From an optimization exercise on the open Yosys and OpenROAD flow, aimed at small area and a short achievable clock period; shortcuts taken in it are not production practice.
Function was checked by simulation only, so behaviour that the tests miss may differ from the original.
Power is estimated from default activity; no workload was simulated.

$ cat flow/constraint.sdc
create_clock -name core_clock -period 11.0 [get_ports {clk}]
set_input_delay 2.2000 -clock core_clock [delete_from_list [all_inputs] [get_ports {clk}]]
set_output_delay 2.2000 -clock core_clock [all_outputs]
set_load 0.01 [all_outputs]
$ cat flow/run.sh
#!/bin/bash
# synth_recipe.tcl (not shown) runs the flow's synth.tcl, then flattens the netlist and writes it again
# the make line also repeats each setting of config.mk as NAME=value (left out here)
make -C /OpenROAD-flow-scripts/flow DESIGN_CONFIG=/design/flow/config.mk WORK_HOME=/design/flow/orfs CLKGATE_MAP_FILE= SYNTH_SCRIPT=/design/flow/synth_recipe.tcl finish
$ cat flow/config.mk
export PLATFORM = sky130hd
export DESIGN_NAME = fmul
export DESIGN_NICKNAME = fmul
export VERILOG_FILES = /design/flow/design.v
export SDC_FILE = /design/flow/constraint.sdc
export NUM_CORES = 4
export LEC_CHECK = 0
export ABC_AREA = 1
export CAP_MARGIN = 20
export CORE_MARGIN = 2
export CORE_UTILIZATION = 65
export SETUP_SLACK_MARGIN = 5
export SLEW_MARGIN = 20
$ cat flow/design.v
module fmul
  (
   input         clk,
   input         reset,
   input         req,
   input [31:0]  x,
   input [31:0]  y,
   output [31:0] rslt,
   output [4:0]  flag
   );
   reg [3:0]     st;             
   always @(posedge clk)
     st <= req ? 4'b0001 : {st[2:0], 1'b0};
   wire          xz = (x[30:23] == 8'h00);
   wire          yz = (y[30:23] == 8'h00);
   wire [23:0]   fx = {~xz, x[22:0]};
   wire [23:0]   fy = {~yz, y[22:0]};
   wire [8:0]    grp = req   ? {fx[7:0], 1'b0} :
                       st[0] ? fx[15:7] : fx[23:15];
   reg [3:0]     bneg, bone, btwo, bneh, bonh, btwh;
   reg           xt;             
   integer       k;
   always @(posedge clk) begin
      for (k = 0; k < 4; k = k + 1) begin
         bneg[k] <= grp[2*k+2] & ~(grp[2*k+1] & grp[2*k]);
         bone[k] <= grp[2*k+1] ^ grp[2*k];
         btwo[k] <= (grp[2*k+2] & ~grp[2*k+1] & ~grp[2*k]) | (~grp[2*k+2] & grp[2*k+1] & grp[2*k]);
         bneh[k] <= grp[2*k+2] & ~(grp[2*k+1] & grp[2*k]);
         bonh[k] <= grp[2*k+1] ^ grp[2*k];
         btwh[k] <= (grp[2*k+2] & ~grp[2*k+1] & ~grp[2*k]) | (~grp[2*k+2] & grp[2*k+1] & grp[2*k]);
      end
      xt <= fx[23];
   end
   reg [23:0]    yr;             
   reg [24:0]    hr;             
   reg [23:0]    lr;             
   wire [24:0]   y2 = {yr, 1'b0};
   wire [24:0]   y1 = {1'b0, yr};
   wire [24:0]   pp0 = {((y1[24:12] & {13{bonh[0]}}) | (y2[24:12] & {13{btwh[0]}})) ^ {13{bneh[0]}},
                         ((y1[11:0] & {12{bone[0]}}) | (y2[11:0] & {12{btwo[0]}})) ^ {12{bneg[0]}}};
   wire [24:0]   pp1 = {((y1[24:12] & {13{bonh[1]}}) | (y2[24:12] & {13{btwh[1]}})) ^ {13{bneh[1]}},
                         ((y1[11:0] & {12{bone[1]}}) | (y2[11:0] & {12{btwo[1]}})) ^ {12{bneg[1]}}};
   wire [24:0]   pp2 = {((y1[24:12] & {13{bonh[2]}}) | (y2[24:12] & {13{btwh[2]}})) ^ {13{bneh[2]}},
                         ((y1[11:0] & {12{bone[2]}}) | (y2[11:0] & {12{btwo[2]}})) ^ {12{bneg[2]}}};
   wire [24:0]   pp3 = {((y1[24:12] & {13{bonh[3]}}) | (y2[24:12] & {13{btwh[3]}})) ^ {13{bneh[3]}},
                         ((y1[11:0] & {12{bone[3]}}) | (y2[11:0] & {12{btwo[3]}})) ^ {12{bneg[3]}}};
   wire [32:0]   r0 = {7'b1010101, ~bneg[0], pp0};
   wire [32:0]   r1 = {5'h00, ~bneg[1], pp1, 1'b0, bneg[0]};
   wire [32:0]   r2 = {3'h0, ~bneg[2], pp2, 1'b0, bneg[1], 2'b00};
   wire [32:0]   r3 = {1'b0, ~bneg[3], pp3, 1'b0, bneg[2], 4'h0};
   wire [32:0]   rh = {7'h00, ~hr[24], hr[24], hr[23:0]};
   wire [32:0]   rx = {1'b0, yr & {24{xt & st[2]}}, 1'b0, bneg[3], 6'h00};
   function [65:0] csa(input [32:0] a, input [32:0] b, input [32:0] c);
      csa = {a ^ b ^ c, ((a & b) | (a & c) | (b & c)) << 1};
   endfunction
   wire [32:0]   s1, c1, s2, c2, s3, c3, s4, c4;
   assign {s1, c1} = csa(r0, r1, r2);
   assign {s2, c2} = csa(r3, rh, rx);
   assign {s3, c3} = csa(s1, c1, s2);
   assign {s4, c4} = csa(s3, c3, c2);
   wire [32:0]   tot = s4 + c4;
   always @(posedge clk) begin
      lr <= {tot[7:0], lr[23:8]};
      hr <= req ? 25'h0 : tot[32:8];
   end
   function [4:0] lzc24(input [23:0] v);
      integer i;
      begin
         lzc24 = 5'd24;
         for (i = 0; i < 24; i = i + 1)
           if (v[i]) lzc24 = 5'd23 - i;
      end
   endfunction
   reg [9:0]     er;             
   reg [6:0]     qr;             
   reg           cok, nrmok, flush;
   wire [8:0]    sxy = {1'b0, x[30:23]} + {1'b0, y[30:23]};
   wire [9:0]    sxz = {1'b0, er[8:0]} + {9'h000, ~xt} + {9'h000, ~yr[23]};
   wire [4:0]    lz = lzc24(xz ? fx : fy);
   wire [9:0]    sm = sxz - {5'h00, qr[4:0]};                
   wire [9:0]    e_l1 = sm - 10'd127;                       
   wire          e_ge = ~e_l1[9];                           
   wire [5:0]    shv = e_ge ? 6'd23 - {1'b0, qr[4:0]} : 6'd22 - sxz[5:0];   
   wire [49:0]   v0 = {hr[23:0], lr, 2'b00};
   wire [49:0]   v1 = qr[5] ? {32'h0, v0[49:32]} : v0;
   wire          k1 = qr[5] & (|v0[31:0]);
   wire [41:0]   v2 = qr[4] ? {8'h00, v1[49:16]} : v1[41:0];
   wire          k2 = qr[4] & (|v1[15:0]);
   wire [33:0]   v3 = qr[3] ? v2[41:8] : v2[33:0];
   wire          k3 = qr[3] & (|v2[7:0]);
   wire [29:0]   v4 = qr[2] ? v3[33:4] : v3[29:0];
   wire          k4 = qr[2] & (|v3[3:0]);
   wire [27:0]   v5 = qr[1] ? v4[29:2] : v4[27:0];
   wire          k5 = qr[1] & (|v4[1:0]);
   wire [26:0]   w  = qr[0] ? v5[27:1] : v5[26:0];
   wire          k6 = qr[0] & v5[0];
   wire          stk0 = k1 | k2 | k3 | k4 | k5 | k6;
   wire          c = ~w[26];
   wire          sh = c & cok;
   wire [25:0]   nw = sh ? w[25:0] : w[26:1];
   wire          stk = stk0 | (~sh & w[0]);
   wire [22:0]   man = nw[24:2];
   wire          gb = nw[1];
   wire          rb = nw[0];
   wire          rnd = gb & (rb | stk | man[0]);
   wire          inx = gb | rb | stk;
   wire [9:0]    expn = c ? er - 10'd1 : er;     
   wire [7:0]    e8 = nrmok ? expn[7:0] : 8'h00;
   wire          ovf = nrmok & (expn[8:0] >= 9'h0ff);
   wire          xnan = (x[30:23] == 8'hff) & (x[22:0] != 0);
   wire          ynan = (y[30:23] == 8'hff) & (y[22:0] != 0);
   wire          xinf = (x[30:23] == 8'hff) & (x[22:0] == 0);
   wire          yinf = (y[30:23] == 8'hff) & (y[22:0] == 0);
   wire          xsn = xnan & ~x[22];
   wire          ysn = ynan & ~y[22];
   wire          xzero = (x[30:0] == 0);
   wire          yzero = (y[30:0] == 0);
   wire [30:0]   nv = {e8, man};
   wire          all1 = &man;
   wire [30:0]   nr = nv + {30'h0, rnd};
   wire          c23 = rnd & all1;                       
   wire          uf = inx & (e8 == 8'h00) & (~c23 | ~rb);   
   wire          of = c23 & (e8 == 8'hfe);
   reg [31:0]    o_r;
   reg [4:0]     o_f;
   always @(*) begin
      o_r = {x[31] ^ y[31], 31'h0}; o_f = 5'h00;
      if (xnan) begin
         o_r = x | 32'h00400000;
         o_f[4] = xsn | ysn;
      end else if (ynan) begin
         o_r = y | 32'h00400000;
         o_f[4] = ysn;
      end else if ((xinf & yzero) | (yinf & xzero)) begin
         o_r = 32'hffc00000; o_f[4] = 1'b1;
      end else if (xinf | yinf) begin
         o_r[30:0] = 31'h7f800000;
      end else if (xzero | yzero) begin
      end else if (flush) begin
         o_f[1:0] = 2'b11;
      end else if (ovf) begin
         o_r[30:0] = 31'h7f800000; o_f[2] = 1'b1; o_f[0] = 1'b1;
      end else begin
         o_r[30:0] = nr;
         o_f[2:0] = {of, uf, inx};
      end
   end
   always @(posedge clk) begin
      if (req)
        yr <= fy;
      else if (st[3])
        yr <= o_r[23:0];
      if (req)
        er <= {1'b0, sxy};
      else if (st[1])
        er <= sm - 10'd126;
      else if (st[3])
        er <= {2'b00, o_r[31:24]};
      if (st[0])
        qr <= {2'b00, lz};
      else if (st[1])
        qr <= {1'b0, shv};
      else if (st[3])
        qr <= {2'b00, o_f};
      if (st[1]) begin
         cok <= e_ge & (e_l1 != 10'd0);
         nrmok <= e_ge;
         flush <= (sxz[8:0] <= 9'd99);          
      end
   end
   assign rslt = {er[7:0], yr};
   assign flag = qr[4:0];
endmodule
==> results.yml, run 1 <==
outcome:
  status: "timing/DRC/antenna clean"
run:
  maxCapViolCount: 0
synth:
  synth_edf_count: 41
  ys_async_sr_fraction_pct: 0
  synth_xor_area_share_pct: 7.60
  syn_nets: 2707
  synth_top_family_by_area: "simple AND/OR/NAND/NOR gates"
  synth_flop_cell: "dfxtp_1"
  syn_avg_cell_area_sq_um: 6.58
  yosys.area_share.simple_pct: 30.6
  synth_warnings: 1
  yosysUniqueCellTypes: 58
  yosys_register_bits: 108
  synth_compound_area_share_pct: 15.6
  synthCells: 2470
  synth-adder-area-share_pct: 17.6
  ys_seq_area_share_pct: 15.8
  synth_mux_area_share_pct: 0.308
  syn_area_sq_um: 16200
worst_setup_path:
  crit_path_end: "hr[22]"
  cp_common_cell: "nand2_1"
  cp_num_buf_inv: 5
  crit_start: "btwh[1]"
  path_class: "flop to flop"
  r2r_start: "btwh[1]"
  arrival_ns: 6.05
  worst-r2r-setup-slack_ns: 5.20
  cp-start-kind: "flop"
  cp_max_fo: 7
  cp_slowest_stage_delay_ns: 0.51
  crit_required_ns: 11.25
  rr_worst_depth: 26
  crit_family: "compound AO/OA/AOI/OAI gates"
  r2r-end: "hr[22]"
  critPathSlowestCell: "dfxtp_1"
  cp-end-kind: "flop"
  cp_num_cells: 26
floorplanning:
  core-area_sq_um: 24400
  placement_rows: 57
  initial_core_util_pct: 66.6
  die_h_um: 162
  die_x_um: 162
  die-area_sq_um: 26300
  design.portCount: 104
sta:
  tns_ns: 0
  setup_slack_ns: 5.20
  slew_headroom_pct: 28.1
  drv_slew: 0
  fin_crit_ns: 5.80
  worst_clock_skew_ns: 0.0145
  max_freq_mhz: 173
  hold_viol_final: 0
  setup_viol: 0
  rsz0062_at_grt: "false"
  finalCritPeriodShare_pct: 52.7
  tightestPinTransition_ns: 1.08
clock_network:
  h-tree-depth: 3
  clock_latency_ns: 0.37
  cts_buffers: 9
  cts_tree: "yes"
  cts_root_buffer: "clkbuf_16"
  ctsHoldBuffers: 0
  clock-sinks: 108
  cts.clk_slew.worst_paths_ns: 0.07
  clock_path_buffers: 2
pwr:
  power.share.clock_pct: 5.0
  p_sw_share_pct: 58.4
  p_int_mw: 2.68
  combPwrFrac_pct: 83.9
  p_leak_nw: 8.54
  ir_worst_vdd_mv: 0.466
  share_seq_of_total_power_pct: 11.1
  power.density_cell_area_nw_per_um2: 365
  p_switching_mw: 3.76
routing:
  drtPass1Iterations: 6
  drt_iter0_markers: 2678
  ant_nets: 0
  drc: 0
  dr_total_vias: 17700
  viasPerCell: 6.25
  avgRoutedWirePerCell_um: 20.0
  wl_um: 56600
cells_and_area:
  fillers: 1957
  n_antenna_cell: 0
  area_delta_synth_final_pct: 8.74
  final_util_pct: 72.4
  multiInputGateArea_sq_um: 11700
  final_common_cell: "nand2_1"
  drive_gt1_share_pct: 6.32
  final_cell_mix: "nand2_1 (648), inv_1 (330), nand3_1 (218)"
  layout.nets: 2746
  ff_latch_area_sq_um: 2570
worst_hold_path:
  hold_class: "flop to flop"
grt:
  grt_pass1_wl_um: 85600
  grtUsageTotal_pct: 41.2
  grt_pass1_vias: 16600
  grt_overflow: 0
  grt_max_degree: 60
  antenna_found_initial: 0
placement:
  place_ws_ns: 5.06
  place_congestion: 1.03
  port-buffer-count: 102
  dpl.hpwl_um: 43800
## kinds of logic (layout without fill, tap and decap cells)
kind of cell | count (synthesis) | in the layout
AND/OR/NAND/NOR | 1138 | 1138
AO/OA/AOI/OAI | 434 | 434
XOR/XNOR | 141 | 141
buffers and inverters | 474 | 518
flip-flops | 108 | 108
multiplexers | 5 | 5
adder cells (fa/ha/maj) | 170 | 170
## what timing repair did
item                                    in CTS  in global routing
buffers inserted                             0                 19
resized for setup                            0                 13
endpoints found under the setup margin       0                  7
## power groups by stage
stage / registers (mW) / logic, mW / clock network (mW)
floorplan: 0.657 / 3.92 / 0
global placement: 0.709 / 4.92 / 0
detailed placement: 0.712 / 5.12 / 0
CTS: 0.704 / 5.17 / 0.318
global route: 0.722 / 5.97 / 0.334
finish: 0.717 / 5.40 / 0.321
## per-layer routing
layer / global-route usage, % / up-vias / part of all wire (%)
li1: - / 8144 / -
met1: 50.2 / 8096 / 37
met2: 69.1 / 1214 / 46
met3: 7.35 / 278 / 11
met4: 22.8 / 0 / 7.0
met5: 0 / - / 0
## through the flow
| step | hold WS, ns | instances | area (sq um) | total power [mW] |
|---|---|---|---|---|
| after floorplan | 0.347 | 2470 | 16200 | 4.58 |
| after global placement | 0.356 | 2796 | 17100 | 5.63 |
| after detailed placement | 0.361 | 2796 | 17100 | 5.83 |
| after CTS | 0.371 | 2812 | 17400 | 6.19 |
| after global routing | 0.378 | 2838 | 17700 | 7.03 |
| final | 0.377 | 2838 | 17700 | 6.44 |
## worst min path at each step
stage	start	endpoint	slack, ns	depth (start not counted)
CTS	lr[14]	lr[6]	0.37	0
detailed placement	lr[14]	lr[6]	0.36	0
global route	lr[8]	lr[0]	0.38	0
floorplan	lr[8]	lr[0]	0.35	0
finish	lr[8]	lr[0]	0.38	0
global placement	lr[14]	lr[6]	0.36	0
## flip-flops by register name, indices dropped and copies added (netlist names), 5 cells and up
signal / cells
hr: 25
lr: 24
yr: 24
er: 9
flag: 5
## cell usage after synthesis (4+ instances only)
cell	n	area (sq um)
a31oi_1	16	100
nor4_1	20	125
nand2_2	26	163
o21ai_1	27	135
nand4_1	21	131
o22ai_1	99	619
o21ai_2	10	87.6
xnor2_1	12	105
o21ai_0	131	656
nand2_4	4	45.0
xor2_1	129	1130
clkbuf_1	45	169
nor2_4	4	45.0
nor2_1	128	480
o211ai_1	23	173
o21bai_1	7	52.6
nor3_1	22	110
or2_2	8	50.1
inv_1	336	1260
ha_1	73	913
a21oi_1	86	430
buf_1	15	56.3
buf_4	18	135
nand3_2	7	70.1
fa_1	97	1940
nand2_1	648	2430
mux2i_1	5	50.1
buf_6	12	135
clkinv_1	12	45.0
and2_1	6	37.5
inv_2	7	26.3
nor2_2	13	81.3
o21a_1	10	75.1
or2_1	4	25.0
buf_2	24	120
a21oi_2	5	43.8
dfxtp_1	67	1340
edfxtp_1	41	1230
nand3_1	218	1090
## worst reg2reg max path: cells and delay by family, from the launching register on
kind	cells	cell delay, ns
compound gates	9	1.95
buf+inv	5	0.78
fa+ha+maj	4	1.55
xor+xnor	1	0.24
simple gates	7	0.65
flops	1	0.51
## area by class of cell
cell class	count	share of cell area (%)
timing repair inverter	6	0.170
clock inverter	6	0.326
timing repair buffer	139	7.50
inverter	357	7.81
sequential	108	14.6
clock buffer	10	1.30
multi-input combinational	1888	66.0
tap	324	2.30
==> inputs of run 2 (changes only) <==
==> flow/flow/run.sh (new file) <==
#!/bin/bash
export SETUP_SLACK_MARGIN=${SETUP_SLACK_MARGIN_OVERRIDE:-6}
bash standard.sh > standard_flow.log 2>&1
==> flow/standard.sh (new file) <==
#!/bin/bash
# synth_recipe.tcl (not shown) runs the flow's synth.tcl, then flattens the netlist and writes it again
# the make line also repeats each setting of config.mk as NAME=value (left out here)
make -C /OpenROAD-flow-scripts/flow DESIGN_CONFIG=/design/flow/config.mk WORK_HOME=/design/flow/orfs CLKGATE_MAP_FILE= SYNTH_SCRIPT=/design/flow/synth_recipe.tcl "${@:-finish}"
--- a/flow/config.mk
+++ b/flow/config.mk
@@ -8,6 +8,5 @@
 export ABC_AREA = 1
 export CAP_MARGIN = 20
 export CORE_MARGIN = 2
-export CORE_UTILIZATION = 65
-export SETUP_SLACK_MARGIN = 5
+export CORE_UTILIZATION = 50
 export SLEW_MARGIN = 20
removed: flow/run.sh
==> run 2 against run 1 <==
  * Global-route usage fell by 7.5 points
  * Cell area increased by 4.3%
  * Synthesized cell count did not move
  * Clock power increased by 3%
  * Register-to-register slack gained 0.85 ns
  * Routed wire length increased by 2.9%
  * First-iteration DRC count decreased by 39%
  * Sequential power hardly changed
  * Non-clock buffer count grew 24
  * Critical endpoint is now hr[24]
  * Via count is 3.9% lower
==> results.yml, run 2 <==
outcome:
  status: "timing/DRC/antenna clean"
pwr:
  ir_worst_vdd_mv: 0.367
  p_leak_nw: 8.77
  power.density_cell_area_nw_per_um2: 377
sta:
  drv_slew: 0
  slew_headroom_pct: 36.7
  hold_viol_final: 0
  tns_ns: 0
  rsz0062_at_grt: "false"
  finalCritPeriodShare_pct: 45.0
  tightestPinTransition_ns: 0.937
  max_freq_mhz: 202
  worst_clock_skew_ns: 0.0165
  setup_viol: 0
  fin_crit_ns: 4.95
cells_and_area:
  final_util_pct: 57.9
  area_delta_synth_final_pct: 13.5
  top_regs: "hr x25, lr x24, yr x24"
  final_common_cell: "nand2_1"
  n_antenna_cell: 0
  regMostFlops: "hr"
  final_cell_count_no_fill: 2970
  drive_gt1_share_pct: 9.66
  final_cell_mix: "nand2_1 (638), inv_1 (322), nand3_1 (218)"
  largest_register_ffs: 25
  layout.nets: 2767
  fillers: 3158
synth:
  yosys_register_bits: 108
  syn_nets: 2707
  synth_compound_area_share_pct: 15.6
  yosys.area_share.simple_pct: 30.6
  synth_top_family_by_area: "simple AND/OR/NAND/NOR gates"
  synth_xor_area_share_pct: 7.60
  synth_common_cells: "nand2_1 (648), inv_1 (336), nand3_1 (218), o21ai_0 (131), xor2_1 (129)"
  synth_top_area_share_pct: 15.0
  yosysUniqueCellTypes: 58
  synthTopCellsByArea: "nand2_1 (15%), fa_1 (12%), dfxtp_1 (8.3%)"
  synth_mux_area_share_pct: 0.308
  synth_warnings: 1
  synth_edf_count: 41
  synth_flop_cell: "dfxtp_1"
  syn_avg_cell_area_sq_um: 6.58
  syn_area_sq_um: 16200
  ys_seq_area_share_pct: 15.8
  synthCells: 2470
  yosysMostFrequentCell: "nand2_1"
  synth-adder-area-share_pct: 17.6
  ys_async_sr_fraction_pct: 0
  yosys.area.top_type: "nand2_1"
clock_network:
  clock_path_buffers: 2
  cts_buffers: 9
  cts_root_buffer: "clkbuf_16"
  cts.clk_slew.worst_paths_ns: 0.09
  cts_tree: "yes"
  clock_latency_ns: 0.38
  h-tree-depth: 3
  ctsHoldBuffers: 0
  clock-sinks: 108
routing:
  dr_total_vias: 17000
  drc: 0
  ant_nets: 0
  drt_iter0_markers: 1635
  wl_um: 58300
  avgRoutedWirePerCell_um: 19.6
  drtPass1Iterations: 6
  viasPerCell: 5.74
floorplanning:
  placement_rows: 65
  initial_core_util_pct: 51.1
  die-area_sq_um: 33900
  core-area_sq_um: 31800
  die_h_um: 184
  die_x_um: 184
  design.portCount: 104
worst_setup_path:
  crit_start: "yr[4]"
  crit_path_end: "hr[24]"
  r2r_start: "yr[4]"
  worst-r2r-setup-slack_ns: 6.05
  cp-start-kind: "flop"
  cp-end-kind: "flop"
  arrival_ns: 5.22
  crit_required_ns: 11.27
  r2r-end: "hr[24]"
  rr_worst_depth: 26
  path_class: "flop to flop"
  cp_max_fo: 5
placement:
  dp.cells: 2911
  place_congestion: 0.988
  dpl.hpwl_um: 45700
  port-buffer-count: 102
grt:
  grt_pass1_vias: 16000
  grt_overflow: 0
  grt_max_degree: 49
  grtUsageTotal_pct: 33.7
  antenna_found_initial: 0
  grt_pass1_wl_um: 87600
worst_hold_path:
  min_path_cells: 0
  hold_class: "flop to flop"
run:
  maxCapViolCount: 0
run 2: cell counts after synthesis:
No cell type changed its count.
run 2: how the worst min path moves through the flow:
stage,startpoint,endpoint,slack (ns)
after floorplan,lr[8],lr[0],0.35
after global placement,lr[12],lr[4],0.36
after detailed placement,lr[18],lr[10],0.36
after CTS,lr[18],lr[10],0.37
after global routing,lr[18],lr[10],0.38
final,lr[18],lr[10],0.38
run 2: kinds of logic (layout without fill, tap and decap cells):
kind of cell               after synthesis  count (layout)
buffers and inverters                  474             539
AOI/OAI and AO/OA                      434             434
adders and majority gates              170             170
xor gates and xnor gates               141             141
and+or+nand+nor                       1138            1138
muxes                                    5               5
DFF                                    108             108
run 2: through the flow:
stage / cell area [sq um] / setup slack [ns] / hold WS [ns] / power, mW
4_1_cts: 17900 / 5.98 / 0.373 / 6.35
2_1_floorplan: 16200 / 6.07 / 0.347 / 4.58
3_5_place_dp: 17300 / 5.12 / 0.363 / 5.91
3_3_place_gp: 17300 / 5.20 / 0.360 / 5.81
6_report: 18400 / 6.05 / 0.375 / 6.95
5_1_grt: 18400 / 5.88 / 0.383 / 7.60
run 2: area by class of cell:
type / instances / area, sq um / share of cell area, %
well taps: 435 / 544 / 2.95
clock inverters: 7 / 66.3 / 0.360
clock buffers: 9 / 225 / 1.22
multi-input cells: 1888 / 12000 / 65.0
flip-flops and latches: 108 / 2580 / 14.0
inverters: 357 / 1390 / 7.54
repair buffers: 163 / 1620 / 8.81
repair inverters: 3 / 20.0 / 0.109
run 2: layer usage:
metal	up-vias	GRT usage [%]	wire length, um
met3	146	6.05	4470
met1	7962	41.2	23400
met2	745	56.3	27300
met5	-	0	0
met4	0	18.5	3120
li1	8186	-	-
run 2: power breakdown:
part / total [mW] / internal [mW] / switching [mW]
clock network: 0.332 / 0.159 / 0.173
registers: 0.720 / 0.583 / 0.137
logic: 5.89 / 2.21 / 3.69
run 2: critical path: stages, from the launching register on:
cell      delay (ns)
edfxtp_1        0.51
inv_2           0.17
buf_4           0.13
o22ai_2         0.07
xor2_1          0.19
fa_1            0.52
inv_1           0.05
fa_1            0.45
fa_1            0.50
inv_1           0.07
ha_4            0.26
a21oi_1         0.11
a21boi_2        0.22
o21ai_2         0.10
nand3_1         0.11
nand2_2         0.10
nand2_2         0.08
nand2_2         0.09
a21oi_2         0.13
inv_1           0.07
a21o_1          0.23
a21oi_4         0.21
o21ai_4         0.10
a21oi_2         0.18
nand2_1         0.08
nand2_1         0.06
nor2_1          0.05
run 2: timing repair:
item                       4_1_cts  5_1_grt
gates cloned                     4        2
resized for setup               55       69
buffers inserted                15       22
pin swaps                        4       21
setup endpoints to repair       50       37
==> inputs of run 3 (changes only) <==
--- a/flow/design.v
+++ b/flow/design.v
@@ -58,7 +58,21 @@
    assign {s2, c2} = csa(r3, rh, rx);
    assign {s3, c3} = csa(s1, c1, s2);
    assign {s4, c4} = csa(s3, c3, c2);
-   wire [32:0]   tot = s4 + c4;
+   wire [32:0]   ap = s4 ^ c4;
+   wire [32:0]   ag = s4 & c4;
+   reg [32:0]    pg, pp_;
+   integer       l, m, j;
+   always @(*) begin
+      pg = ag; pp_ = ap;
+      for (l = 0; l < 6; l = l + 1)
+        for (m = 0; m < 33; m = m + 1)
+          if ((m >> l) & 1) begin
+             j = ((m >> l) << l) - 1;
+             pg[m] = pg[m] | (pp_[m] & pg[j]);
+             pp_[m] = pp_[m] & pp_[j];
+          end
+   end
+   wire [32:0]   tot = ap ^ {pg[31:0], 1'b0};
    always @(posedge clk) begin
       lr <= {tot[7:0], lr[23:8]};
       hr <= req ? 25'h0 : tot[32:8];
==> run 3 against run 2 <==
  * Global-route usage grew 1.8 points
  * Worst setup slack lost 0.046 ns
  * Synthesized area shrank 2.0%
  * Hold slack lost 0.0029 ns
  * Sequential share of layout area grew 0.083 points
  * Core utilization grew 0.79 points
  * Power shrank 2.9%
  * Sequential power grew 4.6%
  * Non-clock buffer count grew 33
  * Critical endpoint unchanged
  * Largest cell class unchanged
  * Largest power group unchanged
  * Highest routed layer unchanged
==> results.yml, run 3 <==
pwr:
  ir_worst_vdd_mv: 0.403
  p_switching_mw: 3.81
  power.density_cell_area_nw_per_um2: 365
  combPwrFrac_pct: 83.9
  power.share.clock_pct: 5.0
  p_sw_share_pct: 56.5
  finalPower_mw: 6.75
  share_seq_of_total_power_pct: 11.2
  p_int_mw: 2.94
  p_leak_nw: 8.81
synth:
  synth_mux_area_share_pct: 0.189
  yosysUniqueCellTypes: 60
  synthCells: 2416
  syn_avg_cell_area_sq_um: 6.59
  synth_warnings: 1
  ys_async_sr_fraction_pct: 0
  synth_top_family_by_area: "simple AND/OR/NAND/NOR gates"
  ys_seq_area_share_pct: 16.2
  synth_common_cells: "nand2_1 (573), inv_1 (351), nand3_1 (222), nor2_1 (190), o21ai_0 (134)"
  synth-adder-area-share_pct: 18.2
  yosys.area.top_type: "nand2_1"
  synth_xor_area_share_pct: 7.81
  synth_flop_cell: "dfxtp_1"
  yosys.area_share.simple_pct: 30.6
  synthTopCellsByArea: "nand2_1 (14%), fa_1 (13%), dfxtp_1 (8.4%)"
  yosys_register_bits: 108
  syn_nets: 2655
  synth_compound_area_share_pct: 14.5
  synth_edf_count: 41
  syn_area_sq_um: 15900
  yosysMostFrequentCell: "nand2_1"
  synth_top_area_share_pct: 13.5
cells_and_area:
  final_common_cell: "nand2_1"
  fillers: 3121
  multiInputGateArea_sq_um: 11700
  final_cell_mix: "nand2_1 (563), inv_1 (328), nand3_1 (220)"
  drive_gt1_share_pct: 10.9
  regMostFlops: "hr"
  area_delta_synth_final_pct: 16.1
  n_antenna_cell: 0
  top_regs: "hr x25, lr x24, yr x24"
  ff_latch_area_sq_um: 2610
  largest_register_ffs: 25
  layout.nets: 2753
  final_cell_area_sq_um: 18500
grt:
  grt_overflow: 0
  grt_pass1_wl_um: 90900
  antenna_found_initial: 0
  grt_max_degree: 62
  grtUsageTotal_pct: 35.5
  grt_pass1_vias: 16100
run:
  maxCapViolCount: 0
worst_setup_path:
  path_class: "flop to flop"
  cp-start-kind: "flop"
  critPathSlowestCell: "fa_1"
  crit_required_ns: 11.28
  cp_max_fo: 6
  arrival_ns: 5.28
  cp-end-kind: "flop"
  worst-r2r-setup-slack_ns: 6.00
  cp_slowest_stage_delay_ns: 0.56
  cp_common_cell: "nand2_1"
clock_network:
  cts.clk_slew.worst_paths_ns: 0.08
  cts_tree: "yes"
  clock_path_buffers: 2
  clock-sinks: 108
  cts_root_buffer: "clkbuf_16"
  h-tree-depth: 3
  clock_latency_ns: 0.39
  ctsHoldBuffers: 0
  cts_buffers: 9
placement:
  place_ws_ns: 4.89
  place_area_sq_um: 17000
  place_congestion: 0.969
  dpl.hpwl_um: 45400
  port-buffer-count: 102
sta:
  tightestPinTransition_ns: 0.712
  drv_slew: 0
  slew_headroom_pct: 52.5
  max_freq_mhz: 200
  fin_crit_ns: 5.00
  setup_viol: 0
  setup_slack_ns: 6.00
  hold_viol_final: 0
  rsz0062_at_grt: "true"
  finalCritPeriodShare_pct: 45.4
  holdWs_ns: 0.372
  worst_clock_skew_ns: 0.0137
  tns_ns: 0
routing:
  drtPass1Iterations: 7
  dr_total_vias: 17100
  ant_nets: 0
  drc: 0
  drt_iter0_markers: 1475
  viasPerCell: 5.84
  avgRoutedWirePerCell_um: 20.3
  wl_um: 59200
floorplanning:
  design.portCount: 104
  die_x_um: 182
  placement_rows: 65
  die_h_um: 182
  die-area_sq_um: 33300
  initial_core_util_pct: 50.6
  core-area_sq_um: 31500
outcome:
  status: "timing/DRC/antenna clean"
worst_hold_path:
  hold_class: "flop to flop"
-- run 3: cell count changes after synthesis, sizes merged, moves of 9 or more --
cell,delta
buf,-12
nor2,+57
clkbuf,+9
nand2,-88
a21oi,-25
inv,+14
-- run 3: timing repair --
| action | CTS | global route |
|---|---|---|
| setup buffers | 31 | 36 |
| gates resized for setup | 68 | 87 |
| pin swaps | 7 | 36 |
| endpoints found under the setup margin | 35 | 36 |
| cloned | 8 | 2 |
-- run 3: per-stage QoR --
stage	util [%]	std cells
final	58.7	2921
after detailed placement	54.0	2828
after global placement	54.0	2828
after floorplan	-	2416
after global routing	58.7	2921
after CTS	56.8	2883
-- run 3: final timing paths --
check | startpoint | endpoint | cells after the start
max | yr[0] | hr[24] | 27
min | lr[8] | lr[0] | 0
max reg2reg | yr[0] | hr[24] | 27
min reg2reg | lr[8] | lr[0] | 0
-- run 3: power by group through the flow --
stage	sequential, mW	clock [mW]	combinational [mW]
after CTS	0.747	0.339	5.11
after global placement	0.751	0	4.73
final	0.753	0.334	5.66
after detailed placement	0.751	0	4.84
after floorplan	0.667	0	3.67
after global routing	0.759	0.353	6.43
-- run 3: cell families (layout without fill, tap and decap cells) --
| logic type | Yosys count | after routing |
|---|---|---|
| flops | 108 | 108 |
| buf+inv | 481 | 584 |
| xor+xnor | 142 | 142 |
| simple gates | 1121 | 1121 |
| mux | 3 | 3 |
| fa+ha+maj | 172 | 172 |
| compound gates | 389 | 389 |
-- run 3: routing by layer --
metal | up-vias | global-route usage [%] | routed length, um
li1 | 8064 | - | -
met1 | 8061 | 47.9 | 25500
met2 | 796 | 58.1 | 27200
met3 | 133 | 5.11 | 4360
met4 | 0 | 13.1 | 2210
met5 | - | 0 | 0
-- run 3: final cells by class --
cell class                 count  area share [%]
clock buffer                  10            1.24
clock inverter                 6           0.311
inverter                     367            7.86
multi-input combinational   1827            63.2
sequential                   108            14.1
tap                          402            2.72
timing repair buffer         196            10.4
timing repair inverter         5           0.203
-- run 3: worst max-delay path: cells and delay by family, from the launching register on --
| family | cells | cell delay (ns) |
|---|---|---|
| and+or+nand+nor | 12 | 1.02 |
| adders and majority gates | 4 | 1.72 |
| buffers and inverters | 4 | 0.49 |
| DFF | 1 | 0.51 |
| xor gates and xnor gates | 1 | 0.18 |
| AOI/OAI and AO/OA | 6 | 0.96 |
==> inputs of run 4 (changes only) <==
==> flow/flow/run.sh (replaced) <==
#!/bin/bash
export SETUP_SLACK_MARGIN=${SETUP_SLACK_MARGIN_OVERRIDE:-6.5}
bash standard.sh > standard_flow.log 2>&1
==> run 4 against run 3 <==
  * Fmax is 0.27% lower
  * Largest cell class unchanged
  * Combinational power is 9.7% higher
  * Clock power is 5% higher
  * Core utilization is 3.2 points higher
  * Critical path depth is 2 lower
  * Synthesized cell count stayed put
  * Clock-buffer cell count is 1 lower
  * Routed wire length is 3.4% higher
  * Still clean
  * First-iteration DRC count is 19% higher
==> results.yml, run 4 <==
outcome:
  status: "timing/DRC/antenna clean"
cells_and_area:
  regMostFlops: "hr"
  final_cell_mix: "nand2_1 (560), inv_1 (312), nand3_1 (211)"
  final_common_cell: "nand2_1"
  layout.nets: 2812
  largest_register_ffs: 25
  final_cell_area_sq_um: 19500
  area_delta_synth_final_pct: 22.5
  n_antenna_cell: 0
  drive_gt1_share_pct: 16.1
  top_regs: "hr x25, lr x24, yr x24"
routing:
  wl_um: 61200
  viasPerCell: 5.89
  drc: 0
  drtPass1Iterations: 6
  ant_nets: 0
  avgRoutedWirePerCell_um: 20.5
  dr_total_vias: 17500
  drt_iter0_markers: 1759
floorplanning:
  die_x_um: 182
  design.portCount: 104
  placement_rows: 65
  initial_core_util_pct: 50.6
  core-area_sq_um: 31500
  die-area_sq_um: 33300
  die_h_um: 182
run:
  maxCapViolCount: 0
clock_network:
  clock-sinks: 108
  h-tree-depth: 3
  cts.clk_slew.worst_paths_ns: 0.09
  cts_root_buffer: "clkbuf_16"
  cts_tree: "yes"
  cts_buffers: 9
  clock_path_buffers: 2
  ctsHoldBuffers: 0
  clock_latency_ns: 0.40
grt:
  grtUsageTotal_pct: 36.0
  grt_pass1_vias: 16500
  grt_max_degree: 62
  antenna_found_initial: 0
  grt_pass1_wl_um: 92300
  grt_overflow: 0
sta:
  hold_viol_final: 0
  drv_slew: 0
  fin_crit_ns: 5.01
  finalCritPeriodShare_pct: 45.5
  max_freq_mhz: 200
  tns_ns: 0
  tightestPinTransition_ns: 0.742
  setup_viol: 0
  worst_clock_skew_ns: 0.0188
  rsz0062_at_grt: "true"
  slew_headroom_pct: 50.5
synth:
  synth_common_cells: "nand2_1 (573), inv_1 (351), nand3_1 (222), nor2_1 (190), o21ai_0 (134)"
  yosysMostFrequentCell: "nand2_1"
  yosysUniqueCellTypes: 60
  ys_async_sr_fraction_pct: 0
  syn_area_sq_um: 15900
  synth_compound_area_share_pct: 14.5
  synth-adder-area-share_pct: 18.2
  synth_edf_count: 41
  synthTopCellsByArea: "nand2_1 (14%), fa_1 (13%), dfxtp_1 (8.4%)"
  synth_top_family_by_area: "simple AND/OR/NAND/NOR gates"
  synth_top_area_share_pct: 13.5
  synth_warnings: 1
  synth_xor_area_share_pct: 7.81
  yosys.area_share.simple_pct: 30.6
  synth_mux_area_share_pct: 0.189
  yosys.area.top_type: "nand2_1"
  syn_avg_cell_area_sq_um: 6.59
  synthCells: 2416
  synth_flop_cell: "dfxtp_1"
  yosys_register_bits: 108
  ys_seq_area_share_pct: 16.2
  syn_nets: 2655
pwr:
  share_seq_of_total_power_pct: 10.3
  power.density_cell_area_nw_per_um2: 375
  power.share.clock_pct: 4.8
  p_sw_share_pct: 55.4
  ir_worst_vdd_mv: 0.389
  combPwrFrac_pct: 84.9
  p_int_mw: 3.26
  p_switching_mw: 4.05
  p_leak_nw: 9.33
worst_setup_path:
  cp-end-kind: "flop"
  rr_worst_depth: 25
  cp_max_fo: 7
  r2r-end: "hr[23]"
  cp_slowest_stage_delay_ns: 0.65
  r2r_start: "bone[1]"
  arrival_ns: 5.29
  crit_required_ns: 11.28
  path_class: "flop to flop"
  worst-r2r-setup-slack_ns: 5.99
  critPathSlowestCell: "fa_1"
  cp-start-kind: "flop"
worst_hold_path:
  holdPathEnd: "lr[0]"
  hold_class: "flop to flop"
  hp-start: "lr[8]"
  min_path_cells: 0
placement:
  port-buffer-count: 102
  place_area_sq_um: 17100
  dpl.hpwl_um: 45300
  place_congestion: 0.996
==> run 4: changes by cell type in the layout (fill, tap and decap cells not counted), sizes merged <==
cell,delta
buf,+55
bufbuf,+3
clkbuf,+2
clkdlybuf4s15,+2
clkdlybuf4s50,-22
clkinv,+4
clkinvlp,-4
dlygate4sd2,+4
dlymetal6s2s,+12
inv,+1
nand2,+1
nor2,+1
==> run 4: cell type report <==
cell class	instances	area, sq um
repair buffers	253	2480
repair inverters	5	37.5
flip-flops and latches	108	2610
fillers	2949	12000
clock buffers	9	225
well taps	402	503
multi-input cells	1829	12100
clock inverters	7	91.3
inverters	367	1440
==> run 4: how the worst max path moves through the flow <==
| stage | cells past startpoint | endpoint | slack (ns) | start |
|---|---|---|---|---|
| after detailed placement | 26 | hr[24] | 5.27 | bone[0] |
| after CTS | 26 | hr[24] | 6.06 | yr[4] |
| after global placement | 11 | flag[0] | 5.26 | y[7] |
| final | 25 | hr[23] | 5.99 | bone[1] |
| after floorplan | 23 | hr[8] | 6.49 | yr[5] |
| after global routing | 26 | hr[24] | 5.80 | bone[1] |
==> run 4: power by group through the flow <==
stage / Combinational [mW] / Sequential [mW] / Clock [mW]
detailed placement: 4.92 / 0.751 / 0
global route: 6.94 / 0.759 / 0.368
floorplan: 3.76 / 0.667 / 0
global placement: 4.83 / 0.749 / 0
CTS: 5.42 / 0.747 / 0.354
finish: 6.21 / 0.754 / 0.352
==> run 4: per-layer routing <==
metal,vias up,track usage [%],share of wire (%)
met5,-,0,0.075
met4,2,16.2,5.4
met3,211,7.16,8.6
met2,894,58.3,45
met1,8256,46.7,41
li1,8176,-,-
==> run 4: metrics by stage <==
| stage | cells | util (%) | power [mW] | hold slack [ns] | setup slack, ns |
|---|---|---|---|---|---|
| 5_1_grt | 2980 | 61.9 | 8.06 | 0.385 | 5.80 |
| 2_1_floorplan | 2416 | - | 4.43 | 0.346 | 6.49 |
| 3_5_place_dp | 2828 | 54.2 | 5.67 | 0.365 | 5.27 |
| 3_3_place_gp | 2828 | 54.2 | 5.58 | 0.361 | 5.26 |
| 4_1_cts | 2935 | 59.2 | 6.52 | 0.377 | 6.06 |
| 6_report | 2980 | 61.9 | 7.31 | 0.377 | 5.99 |
==> run 4: repair_timing <==
| item | CTS | global route |
|---|---|---|
| cloned | 12 | 2 |
| gates resized for setup | 132 | 150 |
| pin swaps | 35 | 73 |
| setup buffers | 79 | 43 |
| endpoints found under the setup margin | 63 | 59 |
==> run 4: kinds of logic (layout without fill, tap and decap cells) <==
kind of cell / after synthesis / in the layout
and+or+nand+nor: 1121 / 1123
buffers and inverters: 481 / 641
AOI/OAI and AO/OA: 389 / 389
adders and majority gates: 172 / 172
xor gates and xnor gates: 142 / 142
DFF: 108 / 108
muxes: 3 / 3
==> run 4: critical path: cells and delay by family (launching register included) <==
kind / cells / cell delay [ns]
and+or+nand+nor: 7 / 0.59
DFF: 1 / 0.41
buffers and inverters: 3 / 0.49
adders and majority gates: 4 / 1.90
AOI/OAI and AO/OA: 10 / 1.38
xor gates and xnor gates: 1 / 0.11
==> inputs of run 5 (changes only) <==
--- a/flow/design.v
+++ b/flow/design.v
@@ -15,9 +15,10 @@
    wire          yz = (y[30:23] == 8'h00);
    wire [23:0]   fx = {~xz, x[22:0]};
    wire [23:0]   fy = {~yz, y[22:0]};
-   wire [8:0]    grp = req   ? {fx[7:0], 1'b0} :
-                       st[0] ? fx[15:7] : fx[23:15];
-   reg [3:0]     bneg, bone, btwo, bneh, bonh, btwh;
+   wire          g1 = st[0] & ~req;
+   wire          g2 = st[1] & ~req;
+   wire [8:0]    grp = g1 ? fx[15:7] : g2 ? fx[23:15] : {fx[7:0], 1'b0};
+   reg [3:0]     bneg, bone, btwo;
    reg           xt;             
    integer       k;
    always @(posedge clk) begin
@@ -25,9 +26,6 @@
          bneg[k] <= grp[2*k+2] & ~(grp[2*k+1] & grp[2*k]);
          bone[k] <= grp[2*k+1] ^ grp[2*k];
          btwo[k] <= (grp[2*k+2] & ~grp[2*k+1] & ~grp[2*k]) | (~grp[2*k+2] & grp[2*k+1] & grp[2*k]);
-         bneh[k] <= grp[2*k+2] & ~(grp[2*k+1] & grp[2*k]);
-         bonh[k] <= grp[2*k+1] ^ grp[2*k];
-         btwh[k] <= (grp[2*k+2] & ~grp[2*k+1] & ~grp[2*k]) | (~grp[2*k+2] & grp[2*k+1] & grp[2*k]);
       end
       xt <= fx[23];
    end
@@ -36,19 +34,16 @@
    reg [23:0]    lr;             
    wire [24:0]   y2 = {yr, 1'b0};
    wire [24:0]   y1 = {1'b0, yr};
-   wire [24:0]   pp0 = {((y1[24:12] & {13{bonh[0]}}) | (y2[24:12] & {13{btwh[0]}})) ^ {13{bneh[0]}},
-                         ((y1[11:0] & {12{bone[0]}}) | (y2[11:0] & {12{btwo[0]}})) ^ {12{bneg[0]}}};
-   wire [24:0]   pp1 = {((y1[24:12] & {13{bonh[1]}}) | (y2[24:12] & {13{btwh[1]}})) ^ {13{bneh[1]}},
-                         ((y1[11:0] & {12{bone[1]}}) | (y2[11:0] & {12{btwo[1]}})) ^ {12{bneg[1]}}};
-   wire [24:0]   pp2 = {((y1[24:12] & {13{bonh[2]}}) | (y2[24:12] & {13{btwh[2]}})) ^ {13{bneh[2]}},
-                         ((y1[11:0] & {12{bone[2]}}) | (y2[11:0] & {12{btwo[2]}})) ^ {12{bneg[2]}}};
-   wire [24:0]   pp3 = {((y1[24:12] & {13{bonh[3]}}) | (y2[24:12] & {13{btwh[3]}})) ^ {13{bneh[3]}},
-                         ((y1[11:0] & {12{bone[3]}}) | (y2[11:0] & {12{btwo[3]}})) ^ {12{bneg[3]}}};
+   wire [24:0]   pp0 = ((y1 & {25{bone[0]}}) | (y2 & {25{btwo[0]}})) ^ {25{bneg[0]}};
+   wire [24:0]   pp1 = ((y1 & {25{bone[1]}}) | (y2 & {25{btwo[1]}})) ^ {25{bneg[1]}};
+   wire [24:0]   pp2 = ((y1 & {25{bone[2]}}) | (y2 & {25{btwo[2]}})) ^ {25{bneg[2]}};
+   wire [24:0]   pp3 = ((y1 & {25{bone[3]}}) | (y2 & {25{btwo[3]}})) ^ {25{bneg[3]}};
    wire [32:0]   r0 = {7'b1010101, ~bneg[0], pp0};
    wire [32:0]   r1 = {5'h00, ~bneg[1], pp1, 1'b0, bneg[0]};
    wire [32:0]   r2 = {3'h0, ~bneg[2], pp2, 1'b0, bneg[1], 2'b00};
    wire [32:0]   r3 = {1'b0, ~bneg[3], pp3, 1'b0, bneg[2], 4'h0};
-   wire [32:0]   rh = {7'h00, ~hr[24], hr[24], hr[23:0]};
+   wire [24:0]   hg = hr & {25{~st[0]}};      
+   wire [32:0]   rh = {7'h00, ~hg[24], hg[24], hg[23:0]};
    wire [32:0]   rx = {1'b0, yr & {24{xt & st[2]}}, 1'b0, bneg[3], 6'h00};
    function [65:0] csa(input [32:0] a, input [32:0] b, input [32:0] c);
       csa = {a ^ b ^ c, ((a & b) | (a & c) | (b & c)) << 1};
@@ -75,7 +70,7 @@
    wire [32:0]   tot = ap ^ {pg[31:0], 1'b0};
    always @(posedge clk) begin
       lr <= {tot[7:0], lr[23:8]};
-      hr <= req ? 25'h0 : tot[32:8];
+      hr <= tot[32:8];
    end
    function [4:0] lzc24(input [23:0] v);
       integer i;
@@ -90,7 +85,9 @@
    reg           cok, nrmok, flush;
    wire [8:0]    sxy = {1'b0, x[30:23]} + {1'b0, y[30:23]};
    wire [9:0]    sxz = {1'b0, er[8:0]} + {9'h000, ~xt} + {9'h000, ~yr[23]};
-   wire [4:0]    lz = lzc24(xz ? fx : fy);
+   wire [4:0]    lzx = lzc24({1'b0, x[22:0]});
+   wire [4:0]    lzy = lzc24({1'b0, y[22:0]});
+   wire [4:0]    lz = xz ? lzx : yz ? lzy : 5'd0;
    wire [9:0]    sm = sxz - {5'h00, qr[4:0]};                
    wire [9:0]    e_l1 = sm - 10'd127;                       
    wire          e_ge = ~e_l1[9];                           
==> flow/flow/run.sh (replaced) <==
#!/bin/bash
export SETUP_SLACK_MARGIN=${SETUP_SLACK_MARGIN_OVERRIDE:-6}
bash standard.sh > standard_flow.log 2>&1
==> run 5 against run 4 <==
  * Still clean on timing, DRC and antenna
  * Core utilization is 4.8 points lower
  * Clock-buffer cell count is 2 higher
  * Die area is 1.7% higher
  * Non-clock buffer count is 100 lower
  * Combinational power is 13% lower
  * Clock skew is 0.0014 ns higher
  * Sequential share of layout area is 0.90 points higher
  * Global-route usage is 1.7 points lower
  * Power is 9.6% lower
  * Hold slack worse by 0.0080 ns
  * Clock power is 5% lower
  * Flip-flop and latch count stayed put
  * Critical endpoint is now hr[9]
  * Largest cell class unchanged
  * Largest power group unchanged
  * Highest routed layer unchanged
==> results.yml, run 5 <==
cells_and_area:
  final_cell_mix: "nand2_1 (649), nand3_1 (345), inv_1 (319)"
  regMostFlops: "hr"
  area_delta_synth_final_pct: 11.9
  largest_register_ffs: 25
  layout.nets: 2768
  final_common_cell: "nand2_1"
  final_cell_area_sq_um: 18100
  top_regs: "hr x25, lr x24, yr x24"
  drive_gt1_share_pct: 7.62
synth:
  synth_flop_cell: "dfxtp_1"
  syn_area_sq_um: 16200
  synth_top_area_share_pct: 15.1
  yosysUniqueCellTypes: 58
  ys_seq_area_share_pct: 15.9
  synth_common_cells: "nand2_1 (652), nand3_1 (345), inv_1 (330), nor2_1 (153), xor2_1 (138)"
  syn_nets: 2713
  yosys_register_bits: 108
  synthTopCellsByArea: "nand2_1 (15%), fa_1 (12%), nand3_1 (11%)"
  synth_warnings: 1
  ys_async_sr_fraction_pct: 0
  syn_avg_cell_area_sq_um: 6.54
  synthCells: 2474
  yosys.area.top_type: "nand2_1"
  synth_edf_count: 41
  yosysMostFrequentCell: "nand2_1"
grt:
  grtUsageTotal_pct: 34.3
  grt_overflow: 0
  grt_max_degree: 70
  grt_pass1_vias: 16300
  antenna_found_initial: 5
  grt_pass1_wl_um: 89100
worst_setup_path:
  r2r-end: "hr[9]"
  cp_max_fo: 11
  arrival_ns: 5.15
  worst-r2r-setup-slack_ns: 6.11
  path_class: "flop to flop"
  cp_num_buf_inv: 5
  cp-start-kind: "flop"
  critPathSlowestCell: "clkinvlp_2"
  crit_start: "btwo[3]"
  r2r_start: "btwo[3]"
  crit_required_ns: 11.26
  crit_chain: "clkinvlp_2, o22ai_1, xor2_1, fa_1, inv_1, fa_1, inv_1, fa_1, inv_1, ha_1, a21oi_1, inv_1, a21oi_1, o21ai_2, nand2_2, nand2_4, fa_1, xor2_1"
  cp-end-kind: "flop"
  cp_slowest_stage_delay_ns: 0.55
  rr_worst_depth: 18
  crit_family: "adder cells"
routing:
  drt_iter0_markers: 1810
  ant_nets: 0
  routed-wl-met2_um: 26000
  drc: 0
  m1WireLength_um: 24700
  avgRoutedWirePerCell_um: 19.6
  met3_length_um: 4550
  drtPass1Iterations: 6
  wl_um: 57600
  dr_total_vias: 17000
  viasPerCell: 5.77
  highest_layer: "met5"
sta:
  tns_ns: 0
  worst_clock_skew_ns: 0.0202
  max_freq_mhz: 204
  hold_viol_final: 0
  finalCritPeriodShare_pct: 44.5
  slew_headroom_pct: 28.9
  fin_crit_ns: 4.89
  tightestPinTransition_ns: 1.06
  rsz0062_at_grt: "true"
  drv_slew: 0
  setup_viol: 0
floorplanning:
  core-area_sq_um: 31700
  initial_core_util_pct: 51.0
  die_x_um: 184
  die_h_um: 184
  die-area_sq_um: 33800
  placement_rows: 65
  design.portCount: 104
clock_network:
  clock_latency_ns: 0.38
  h-tree-depth: 3
  cts.clk_slew.worst_paths_ns: 0.08
  cts_buffers: 9
  clock_path_buffers: 2
  cts_root_buffer: "clkbuf_16"
  clock-sinks: 108
  cts_tree: "yes"
worst_hold_path:
  holdPathEnd: "lr[2]"
  min_path_cells: 0
  hold_class: "flop to flop"
  hp-start: "lr[10]"
placement:
  port-buffer-count: 102
  place_area_sq_um: 17300
  dpl.hpwl_um: 45500
  place_congestion: 0.974
pwr:
  ir_worst_vdd_mv: 0.381
  power.density_cell_area_nw_per_um2: 365
  p_leak_nw: 8.78
outcome:
  status: "timing/DRC/antenna clean"
run:
  maxCapViolCount: 0
[run 5: changes by cell type after synthesis, sizes merged, moves of 8 or more]
cell | before | now
xor2 | 127 | 138
o21ai | 161 | 81
a21oi | 67 | 55
inv | 359 | 342
o211ai | 24 | 16
nand2 | 590 | 676
nor3 | 31 | 23
nand3 | 225 | 355
nor2 | 202 | 170
[run 5: logic make-up after synthesis]
logic type      share of synthesized area [%]
fa+ha+maj                                17.9
flops                                    15.9
buf+inv                                  12.1
compound gates                           10.2
xor+xnor                                 8.38
simple gates                             35.5
mux                                    0.0618
[run 5: worst max path at each step]
stage	endpoint	slack, ns	depth (start not counted)
global placement	hr[21]	5.13	24
CTS	hr[9]	6.01	21
finish	hr[9]	6.11	18
global route	hr[9]	5.94	22
detailed placement	hr[21]	5.04	24
floorplan	hr[9]	6.01	22
[run 5: final cells by class]
cell class,count,area (sq um)
multi-input cells,1903,11900
flip-flops and latches,108,2590
repair buffers,153,1480
repair inverters,4,22.5
clock buffers,11,254
fillers,3210,13600
clock inverters,5,42.5
inverters,350,1350
diodes,1,2.50
well taps,402,503
[run 5: what timing repair did]
item / in CTS / in global routing
pin swaps: 2 / 18
endpoints found under the hold margin: 0 / 0
buffers inserted: 12 / 17
resized for setup: 28 / 51
hold buffers: 0 / 0
cloned: 4 / 0
setup endpoints to repair: 20 / 35
[run 5: routing by layer]
metal	global-route usage (%)	up-vias
met5	0	-
met4	13.2	8
met2	55.0	698
met3	7.03	151
li1	-	8140
met1	45.4	7958
[run 5: power breakdown]
group          internal (mW)  switching [mW]
clock                  0.170           0.165
sequential             0.640           0.227
combinational           2.12            3.29
total                   2.93            3.68
[run 5: metrics by stage]
stage,cells,hold WS [ns],power (mW),worst slack [ns],utilization (%)
2_1_floorplan,2474,0.351,4.57,6.01,-
3_3_place_gp,2887,0.363,5.71,5.13,54.4
3_5_place_dp,2887,0.358,5.82,5.04,54.4
4_1_cts,2919,0.369,6.29,6.01,55.9
5_1_grt,2936,0.383,7.36,5.94,57.1
6_report,2937,0.369,6.61,6.11,57.1
==> inputs of run 6 (changes only) <==
--- a/flow/design.v
+++ b/flow/design.v
@@ -103,13 +103,11 @@
    wire          k4 = qr[2] & (|v3[3:0]);
    wire [27:0]   v5 = qr[1] ? v4[29:2] : v4[27:0];
    wire          k5 = qr[1] & (|v4[1:0]);
-   wire [26:0]   w  = qr[0] ? v5[27:1] : v5[26:0];
-   wire          k6 = qr[0] & v5[0];
-   wire          stk0 = k1 | k2 | k3 | k4 | k5 | k6;
-   wire          c = ~w[26];
+   wire          c = ~(qr[0] ? v5[27] : v5[26]);
    wire          sh = c & cok;
-   wire [25:0]   nw = sh ? w[25:0] : w[26:1];
-   wire          stk = stk0 | (~sh & w[0]);
+   wire [2:0]    t = {qr[0] & ~sh, qr[0] ^ ~sh, ~qr[0] & sh};    
+   wire [25:0]   nw = ({26{t[0]}} & v5[25:0]) | ({26{t[1]}} & v5[26:1]) | ({26{t[2]}} & v5[27:2]);
+   wire          stk = k1 | k2 | k3 | k4 | k5 | (~t[0] & v5[0]) | (t[2] & v5[1]);
    wire [22:0]   man = nw[24:2];
    wire          gb = nw[1];
    wire          rb = nw[0];
==> run 6 against run 5 <==
  * Global-route usage decreased by 0.73 points
  * Core utilization fell by 0.12 points
  * Still clean on timing, DRC and antenna
  * Clock-buffer cell count shrank 1
  * Sequential power grew 2.7%
  * Die area decreased by 4.3%
  * Combinational power down 4.6%
  * Synthesized cell count fell by 8.0%
  * Routed wire length shrank 3.0%
  * Non-clock buffer count decreased by 11
  * Flip-flop and latch count unchanged
==> results.yml, run 6 <==
routing:
  drt_iter0_markers: 1894
  drc: 0
  ant_nets: 0
  wl_um: 55900
  drtPass1Iterations: 6
  dr_total_vias: 16000
  avgRoutedWirePerCell_um: 20.4
  viasPerCell: 5.87
cells_and_area:
  largest_register_ffs: 25
  layout.nets: 2574
  final_cell_mix: "nand2_1 (424), nand3_1 (374), inv_1 (316)"
  regMostFlops: "hr"
  drive_gt1_share_pct: 7.10
  final_common_cell: "nand2_1"
  top_regs: "hr x25, lr x24, yr x24"
  fillers: 3114
  area_delta_synth_final_pct: 12.3
sta:
  worst_clock_skew_ns: 0.0129
  slew_headroom_pct: 32.5
  max_freq_mhz: 203
  drv_slew: 0
  tightestPinTransition_ns: 1.01
  fin_crit_ns: 4.93
  setup_viol: 0
  rsz0062_at_grt: "true"
  finalCritPeriodShare_pct: 44.8
  tns_ns: 0
  holdWs_ns: 0.373
  hold_viol_final: 0
pwr:
  ir_worst_vdd_mv: 0.307
  power.density_cell_area_nw_per_um2: 368
  p_leak_nw: 8.10
synth:
  yosysUniqueCellTypes: 60
  synth_top_area_share_pct: 12.9
  ys_async_sr_fraction_pct: 0
  ys_seq_area_share_pct: 16.6
  syn_area_sq_um: 15500
  yosys.area.top_type: "fa_1"
  syn_nets: 2517
  yosysMostFrequentCell: "nand2_1"
  synthCells: 2276
  synth_common_cells: "nand2_1 (426), nand3_1 (375), inv_1 (331), nor2_1 (142), xor2_1 (140)"
  yosys_register_bits: 108
  synthTopCellsByArea: "fa_1 (13%), nand3_1 (12%), nand2_1 (10%)"
  syn_avg_cell_area_sq_um: 6.80
  synth_warnings: 1
  synth_edf_count: 41
  synth_flop_cell: "dfxtp_1"
clock_network:
  cts_root_buffer: "clkbuf_16"
  clock-sinks: 108
  clock_path_buffers: 2
  h-tree-depth: 3
  cts_tree: "yes"
  clock_latency_ns: 0.38
  ctsHoldBuffers: 0
  cts_buffers: 9
  cts.clk_slew.worst_paths_ns: 0.09
floorplanning:
  die_h_um: 180
  placement_rows: 64
  die-area_sq_um: 32400
  design.portCount: 104
  initial_core_util_pct: 50.8
  core-area_sq_um: 30500
  die_x_um: 180
worst_setup_path:
  cp_max_fo: 11
  path_class: "flop to flop"
  arrival_ns: 5.22
  rr_worst_depth: 18
  cp-start-kind: "flop"
  r2r-end: "hr[21]"
  worst-r2r-setup-slack_ns: 6.07
  cp-end-kind: "flop"
  r2r_start: "btwo[3]"
  crit_required_ns: 11.29
worst_hold_path:
  hp-start: "lr[8]"
  min_path_cells: 0
  hold_class: "flop to flop"
  holdPathEnd: "lr[0]"
placement:
  dpl.hpwl_um: 42900
  port-buffer-count: 102
  place_congestion: 0.944
run:
  maxCapViolCount: 0
grt:
  grt_max_degree: 72
  grt_pass1_wl_um: 84800
  grt_pass1_vias: 15200
  grtUsageTotal_pct: 33.6
  antenna_found_initial: 3
  grt_overflow: 0
outcome:
  status: "timing/DRC/antenna clean"
-- run 6: kinds of logic (layout without fill, tap and decap cells) --
family | count (synthesis) | after routing | share of synthesized area [%]
AOI/OAI and AO/OA | 304 | 304 | 11.4
muxes | 1 | 1 | 0.0646
and+or+nand+nor | 1068 | 1068 | 31.3
xor gates and xnor gates | 169 | 169 | 9.66
other | 0 | 1 | 0
adders and majority gates | 174 | 174 | 18.9
buffers and inverters | 452 | 514 | 12.0
DFF | 108 | 108 | 16.6
-- run 6: worst max-delay path by stage --
stage                  from     end  depth (start not counted)
finish              btwo[3]  hr[21]                         18
global placement       x[4]   er[7]                          9
floorplan           bneg[3]  hr[24]                         22
detailed placement     x[4]   er[7]                          9
global route        btwo[3]  hr[21]                         18
CTS                      xt  hr[21]                         22
-- run 6: area by class of cell --
class,instances,area (sq um),share of cell area (%)
clock inverters,6,58.8,0.338
diodes,1,2.50,0.0144
inverters,348,1380,7.91
clock buffers,10,250,1.44
repair inverters,8,57.6,0.331
well taps,396,495,2.85
multi-input cells,1716,11100,64.1
repair buffers,142,1410,8.10
flip-flops and latches,108,2590,14.9
-- run 6: report_power, final --
part           total, mW  internal [mW]  switching [mW]  leakage [nW]
sequential         0.890          0.644           0.246         0.981
clock              0.352          0.174           0.178         0.155
combinational       5.16           1.99            3.17          6.96
-- run 6: worst max-delay path, stage by stage, from the launching register on --
cell,delay [ns]
dfxtp_1,0.52
clkinvlp_4,0.39
o22ai_1,0.29
xor2_1,0.12
fa_1,0.51
inv_1,0.06
fa_1,0.52
inv_1,0.05
fa_1,0.47
inv_1,0.04
ha_1,0.33
nand4_1,0.18
nor4_2,0.58
a21oi_4,0.14
nor2_2,0.16
nor2_1,0.08
nor2_1,0.13
nor2_1,0.07
xnor2_1,0.18
-- run 6: per-stage QoR --
stage                     cell area (sq um)  worst slack [ns]  cells  utilization, %  power (mW)
after floorplan                       15500              6.39   2276               -        4.52
after global placement                16600              4.94   2686            54.3        5.76
after detailed placement              16600              4.91   2686            54.3        5.84
after CTS                             17100              6.00   2719            56.0        6.27
after global routing                  17400              5.87   2734            57.0        7.15
final                                 17400              6.07   2735            57.0        6.40
-- run 6: metal layers --
layer / vias to the layer above / GRT usage, % / routed length, um
met4: 4 / 11.5 / 1840
li1: 7610 / - / -
met5: - / 0 / 32
met2: 730 / 53.7 / 25100
met3: 110 / 7.05 / 4960
met1: 7593 / 45.0 / 23900
-- run 6: timing repair --
item | 4_1_cts | 5_1_grt
pin swaps | 0 | 3
cloned | 6 | 3
gates resized for setup | 31 | 48
buffers inserted | 11 | 12
endpoints found under the hold margin | 0 | 0
setup endpoints to repair | 44 | 44
==> inputs of run 7 (changes only) <==
==> flow/flow/run.sh (replaced) <==
#!/bin/bash
export SETUP_SLACK_MARGIN=${SETUP_SLACK_MARGIN_OVERRIDE:-6}
export BUFFER_PORTS_ARGS="-buffer_cell sky130_fd_sc_hd__buf_1"
bash standard.sh > standard_flow.log 2>&1
==> run 7 against run 6 <==
  * Still clean
  * Synthesized area is the same
  * Combinational power about the same
  * Core utilization decreased by 2.3 points
  * Clock power grew 3%
  * Sequential power down 1%
  * Fmax up 4.6%
  * Power decreased by 0.42%
  * Sequential share of layout area rose by 0.57 points
  * Flip-flop and latch count unchanged
  * Cell area down 4.0%
  * Critical path depth is the same
==> results.yml, run 7 <==
placement:
  place_congestion: 0.986
  port-buffer-count: 102
  dpl.hpwl_um: 42900
pwr:
  share_seq_of_total_power_pct: 13.8
  p_switching_mw: 3.59
  p_sw_share_pct: 56.3
  ir_worst_vdd_mv: 0.300
  combPwrFrac_pct: 80.5
  p_int_mw: 2.78
  p_leak_nw: 7.80
  power.share.clock_pct: 5.7
  power.density_cell_area_nw_per_um2: 382
sta:
  tightestPinTransition_ns: 0.991
  finalCritPeriodShare_pct: 42.8
  rsz0062_at_grt: "true"
  drv_slew: 0
  hold_viol_final: 0
  worst_clock_skew_ns: 0.0109
  fin_crit_ns: 4.71
  tns_ns: 0
  setup_viol: 0
  slew_headroom_pct: 33.8
  max_freq_mhz: 212
routing:
  drc: 0
  drtPass1Iterations: 6
  drt_iter0_markers: 1831
  avgRoutedWirePerCell_um: 20.2
  wl_um: 55200
  ant_nets: 0
  viasPerCell: 5.87
  dr_total_vias: 16000
grt:
  grt_pass1_wl_um: 84900
  grt_use_met1_pct: 47.2
  grtUsageTotal_pct: 33.5
  grt_max_degree: 72
  grt_overflow: 0
  antenna_found_initial: 3
  grt.busiest_layer: "met2"
  met2_usage_pct: 52.2
  grt_pass1_vias: 15000
  grt_use_met3_pct: 5.04
floorplanning:
  core-area_sq_um: 30500
  die_h_um: 180
  die_x_um: 180
  design.portCount: 104
  die-area_sq_um: 32400
  initial_core_util_pct: 50.8
  placement_rows: 64
synth:
  synth_warnings: 1
  yosysMostFrequentCell: "nand2_1"
  synth_common_cells: "nand2_1 (426), nand3_1 (375), inv_1 (331), nor2_1 (142), xor2_1 (140)"
  synth_edf_count: 41
  synthCells: 2276
  syn_avg_cell_area_sq_um: 6.80
  synth_flop_cell: "dfxtp_1"
  yosys.area.top_type: "fa_1"
  ys_async_sr_fraction_pct: 0
  yosys_register_bits: 108
  syn_nets: 2517
  synth_top_area_share_pct: 12.9
  synthTopCellsByArea: "fa_1 (13%), nand3_1 (12%), nand2_1 (10%)"
  syn_area_sq_um: 15500
  yosysUniqueCellTypes: 60
  ys_seq_area_share_pct: 16.6
clock_network:
  clock_latency_ns: 0.37
  h-tree-depth: 3
  ctsHoldBuffers: 0
  cts.clk_slew.worst_paths_ns: 0.09
  cts_tree: "yes"
  cts_root_buffer: "clkbuf_16"
  clock-sinks: 108
  cts_buffers: 9
  clock_path_buffers: 2
worst_setup_path:
  cp_max_fo: 11
  arrival_ns: 4.97
  path_class: "flop to flop"
  crit_required_ns: 11.26
  cp-start-kind: "flop"
  worst-r2r-setup-slack_ns: 6.29
  cp-end-kind: "flop"
cells_and_area:
  final_util_pct: 54.7
  largest_register_ffs: 25
  fillers: 3146
  layout.nets: 2568
  top_regs: "hr x25, lr x24, yr x24"
  area_delta_synth_final_pct: 7.80
  regMostFlops: "hr"
  final_common_cell: "nand2_1"
  drive_gt1_share_pct: 6.39
  final_cell_mix: "nand2_1 (425), nand3_1 (375), inv_1 (319)"
run:
  maxCapViolCount: 0
outcome:
  status: "timing/DRC/antenna clean"
worst_hold_path:
  hold_class: "flop to flop"
-- run 7: changes by cell type in the layout (fill, tap and decap cells not counted), sizes merged --
cell / change
buf: +98
bufinv: +1
clkbuf: -1
clkdlybuf4s50: -102
clkinv: +4
clkinvlp: -4
diode: +1
inv: -2
-- run 7: final timing paths --
| kind | startpoint | depth (start not counted) | endpoint |
|---|---|---|---|
| min | lr[14] | 0 | lr[6] |
| max | btwo[3] | 18 | hr[21] |
| min reg2reg | lr[14] | 0 | lr[6] |
| max reg2reg | btwo[3] | 18 | hr[21] |
-- run 7: cell families (layout without fill, tap and decap cells) --
logic type,Yosys count,count (layout),share of synthesized area [%]
adder cells (fa/ha/maj),174,174,18.9
multiplexers,1,1,0.0646
AO/OA/AOI/OAI,304,304,11.4
buffers and inverters,452,508,12.0
XOR/XNOR,169,169,9.66
other,0,2,0
AND/OR/NAND/NOR,1068,1068,31.3
flip-flops,108,108,16.6
-- run 7: power groups by stage --
stage               Clock [mW]  Combinational [mW]  Sequential [mW]
floorplan                    0                3.78            0.738
global placement             0                4.82            0.872
detailed placement           0                4.90            0.871
CTS                      0.363                4.96            0.869
global route             0.375                5.88            0.883
finish                   0.361                5.13            0.880
-- run 7: what timing repair did --
action                     4_1_cts  5_1_grt
gates resized for setup         22       45
setup buffers                    8        9
gates cloned                     5        2
pin swaps                        0        1
setup endpoints to repair       35       35
-- run 7: cell type report --
| type | count | area [sq um] | share of cell area (%) |
|---|---|---|---|
| diodes | 2 | 5.00 | 0.0300 |
| repair buffers | 138 | 748 | 4.48 |
| inverters | 348 | 1370 | 8.22 |
| multi-input cells | 1716 | 11100 | 66.6 |
| clock buffers | 9 | 225 | 1.35 |
| clock inverters | 7 | 97.6 | 0.585 |
| flip-flops and latches | 108 | 2580 | 15.5 |
| well taps | 396 | 495 | 2.97 |
| repair inverters | 6 | 45.0 | 0.270 |
-- run 7: stage by stage --
step | setup WS (ns) | hold slack [ns] | power, mW | std cells | cell area (sq um)
global route | 5.98 | 0.374 | 7.14 | 2728 | 16700
detailed placement | 5.32 | 0.357 | 5.78 | 2688 | 15900
finish | 6.29 | 0.370 | 6.37 | 2730 | 16700
floorplan | 6.39 | 0.344 | 4.52 | 2276 | 15500
CTS | 6.00 | 0.369 | 6.19 | 2717 | 16400
global placement | 5.31 | 0.359 | 5.69 | 2688 | 15900
-- run 7: layer usage --
metal / wire length (um) / share of wire [%]
met5: 26 / 0.047
met4: 2180 / 3.9
met3: 4470 / 8.1
met2: 24300 / 44
met1: 24200 / 44
-- run 7: worst max-delay path, cell delays in order (launching register included) --
cell        delay, ns
dfxtp_1          0.50
clkinvlp_4       0.39
o22ai_1          0.31
xor2_1           0.11
fa_1             0.50
inv_1            0.06
fa_1             0.54
inv_1            0.05
fa_1             0.47
inv_1            0.04
ha_1             0.33
nand4_1          0.25
nor4_4           0.40
a21oi_4          0.12
nor2_2           0.14
nor2_1           0.07
nor2_1           0.12
nor2_1           0.07
xnor2_1          0.12

## static timing again, ports no longer ideal
In the flow no input, the clock included, has a driving cell. The finished layouts below were timed again as built, in two steps. Step 1 sets driving cells, clkbuf_16 on the clock port and buf_2 on the other inputs (assumed; they add their load-dependent delay and slew). Step 2 also shifts input and output timing later by t, the mid clock arrival at the registers, as if the neighbouring blocks saw the same clock. Slacks: no drivers / after step 1 / after step 2; pairs: no drivers / after step 1.
run | t (ns) | setup slack, ns
run 1 | 0.402 | 5.203 / 5.203 / 5.122
run 2 | 0.424 | 6.049 / 6.049 / 5.731
run 3 | 0.438 | 6.003 / 6.003 / 5.657
run 4 | 0.446 | 5.990 / 5.990 / 5.990
run 5 | 0.424 | 6.108 / 6.108 / 5.834
run 6 | 0.425 | 6.072 / 6.072 / 5.874
run 7 | 0.418 | 6.289 / 6.289 / 5.881
After both steps every run listed still meets setup and hold.
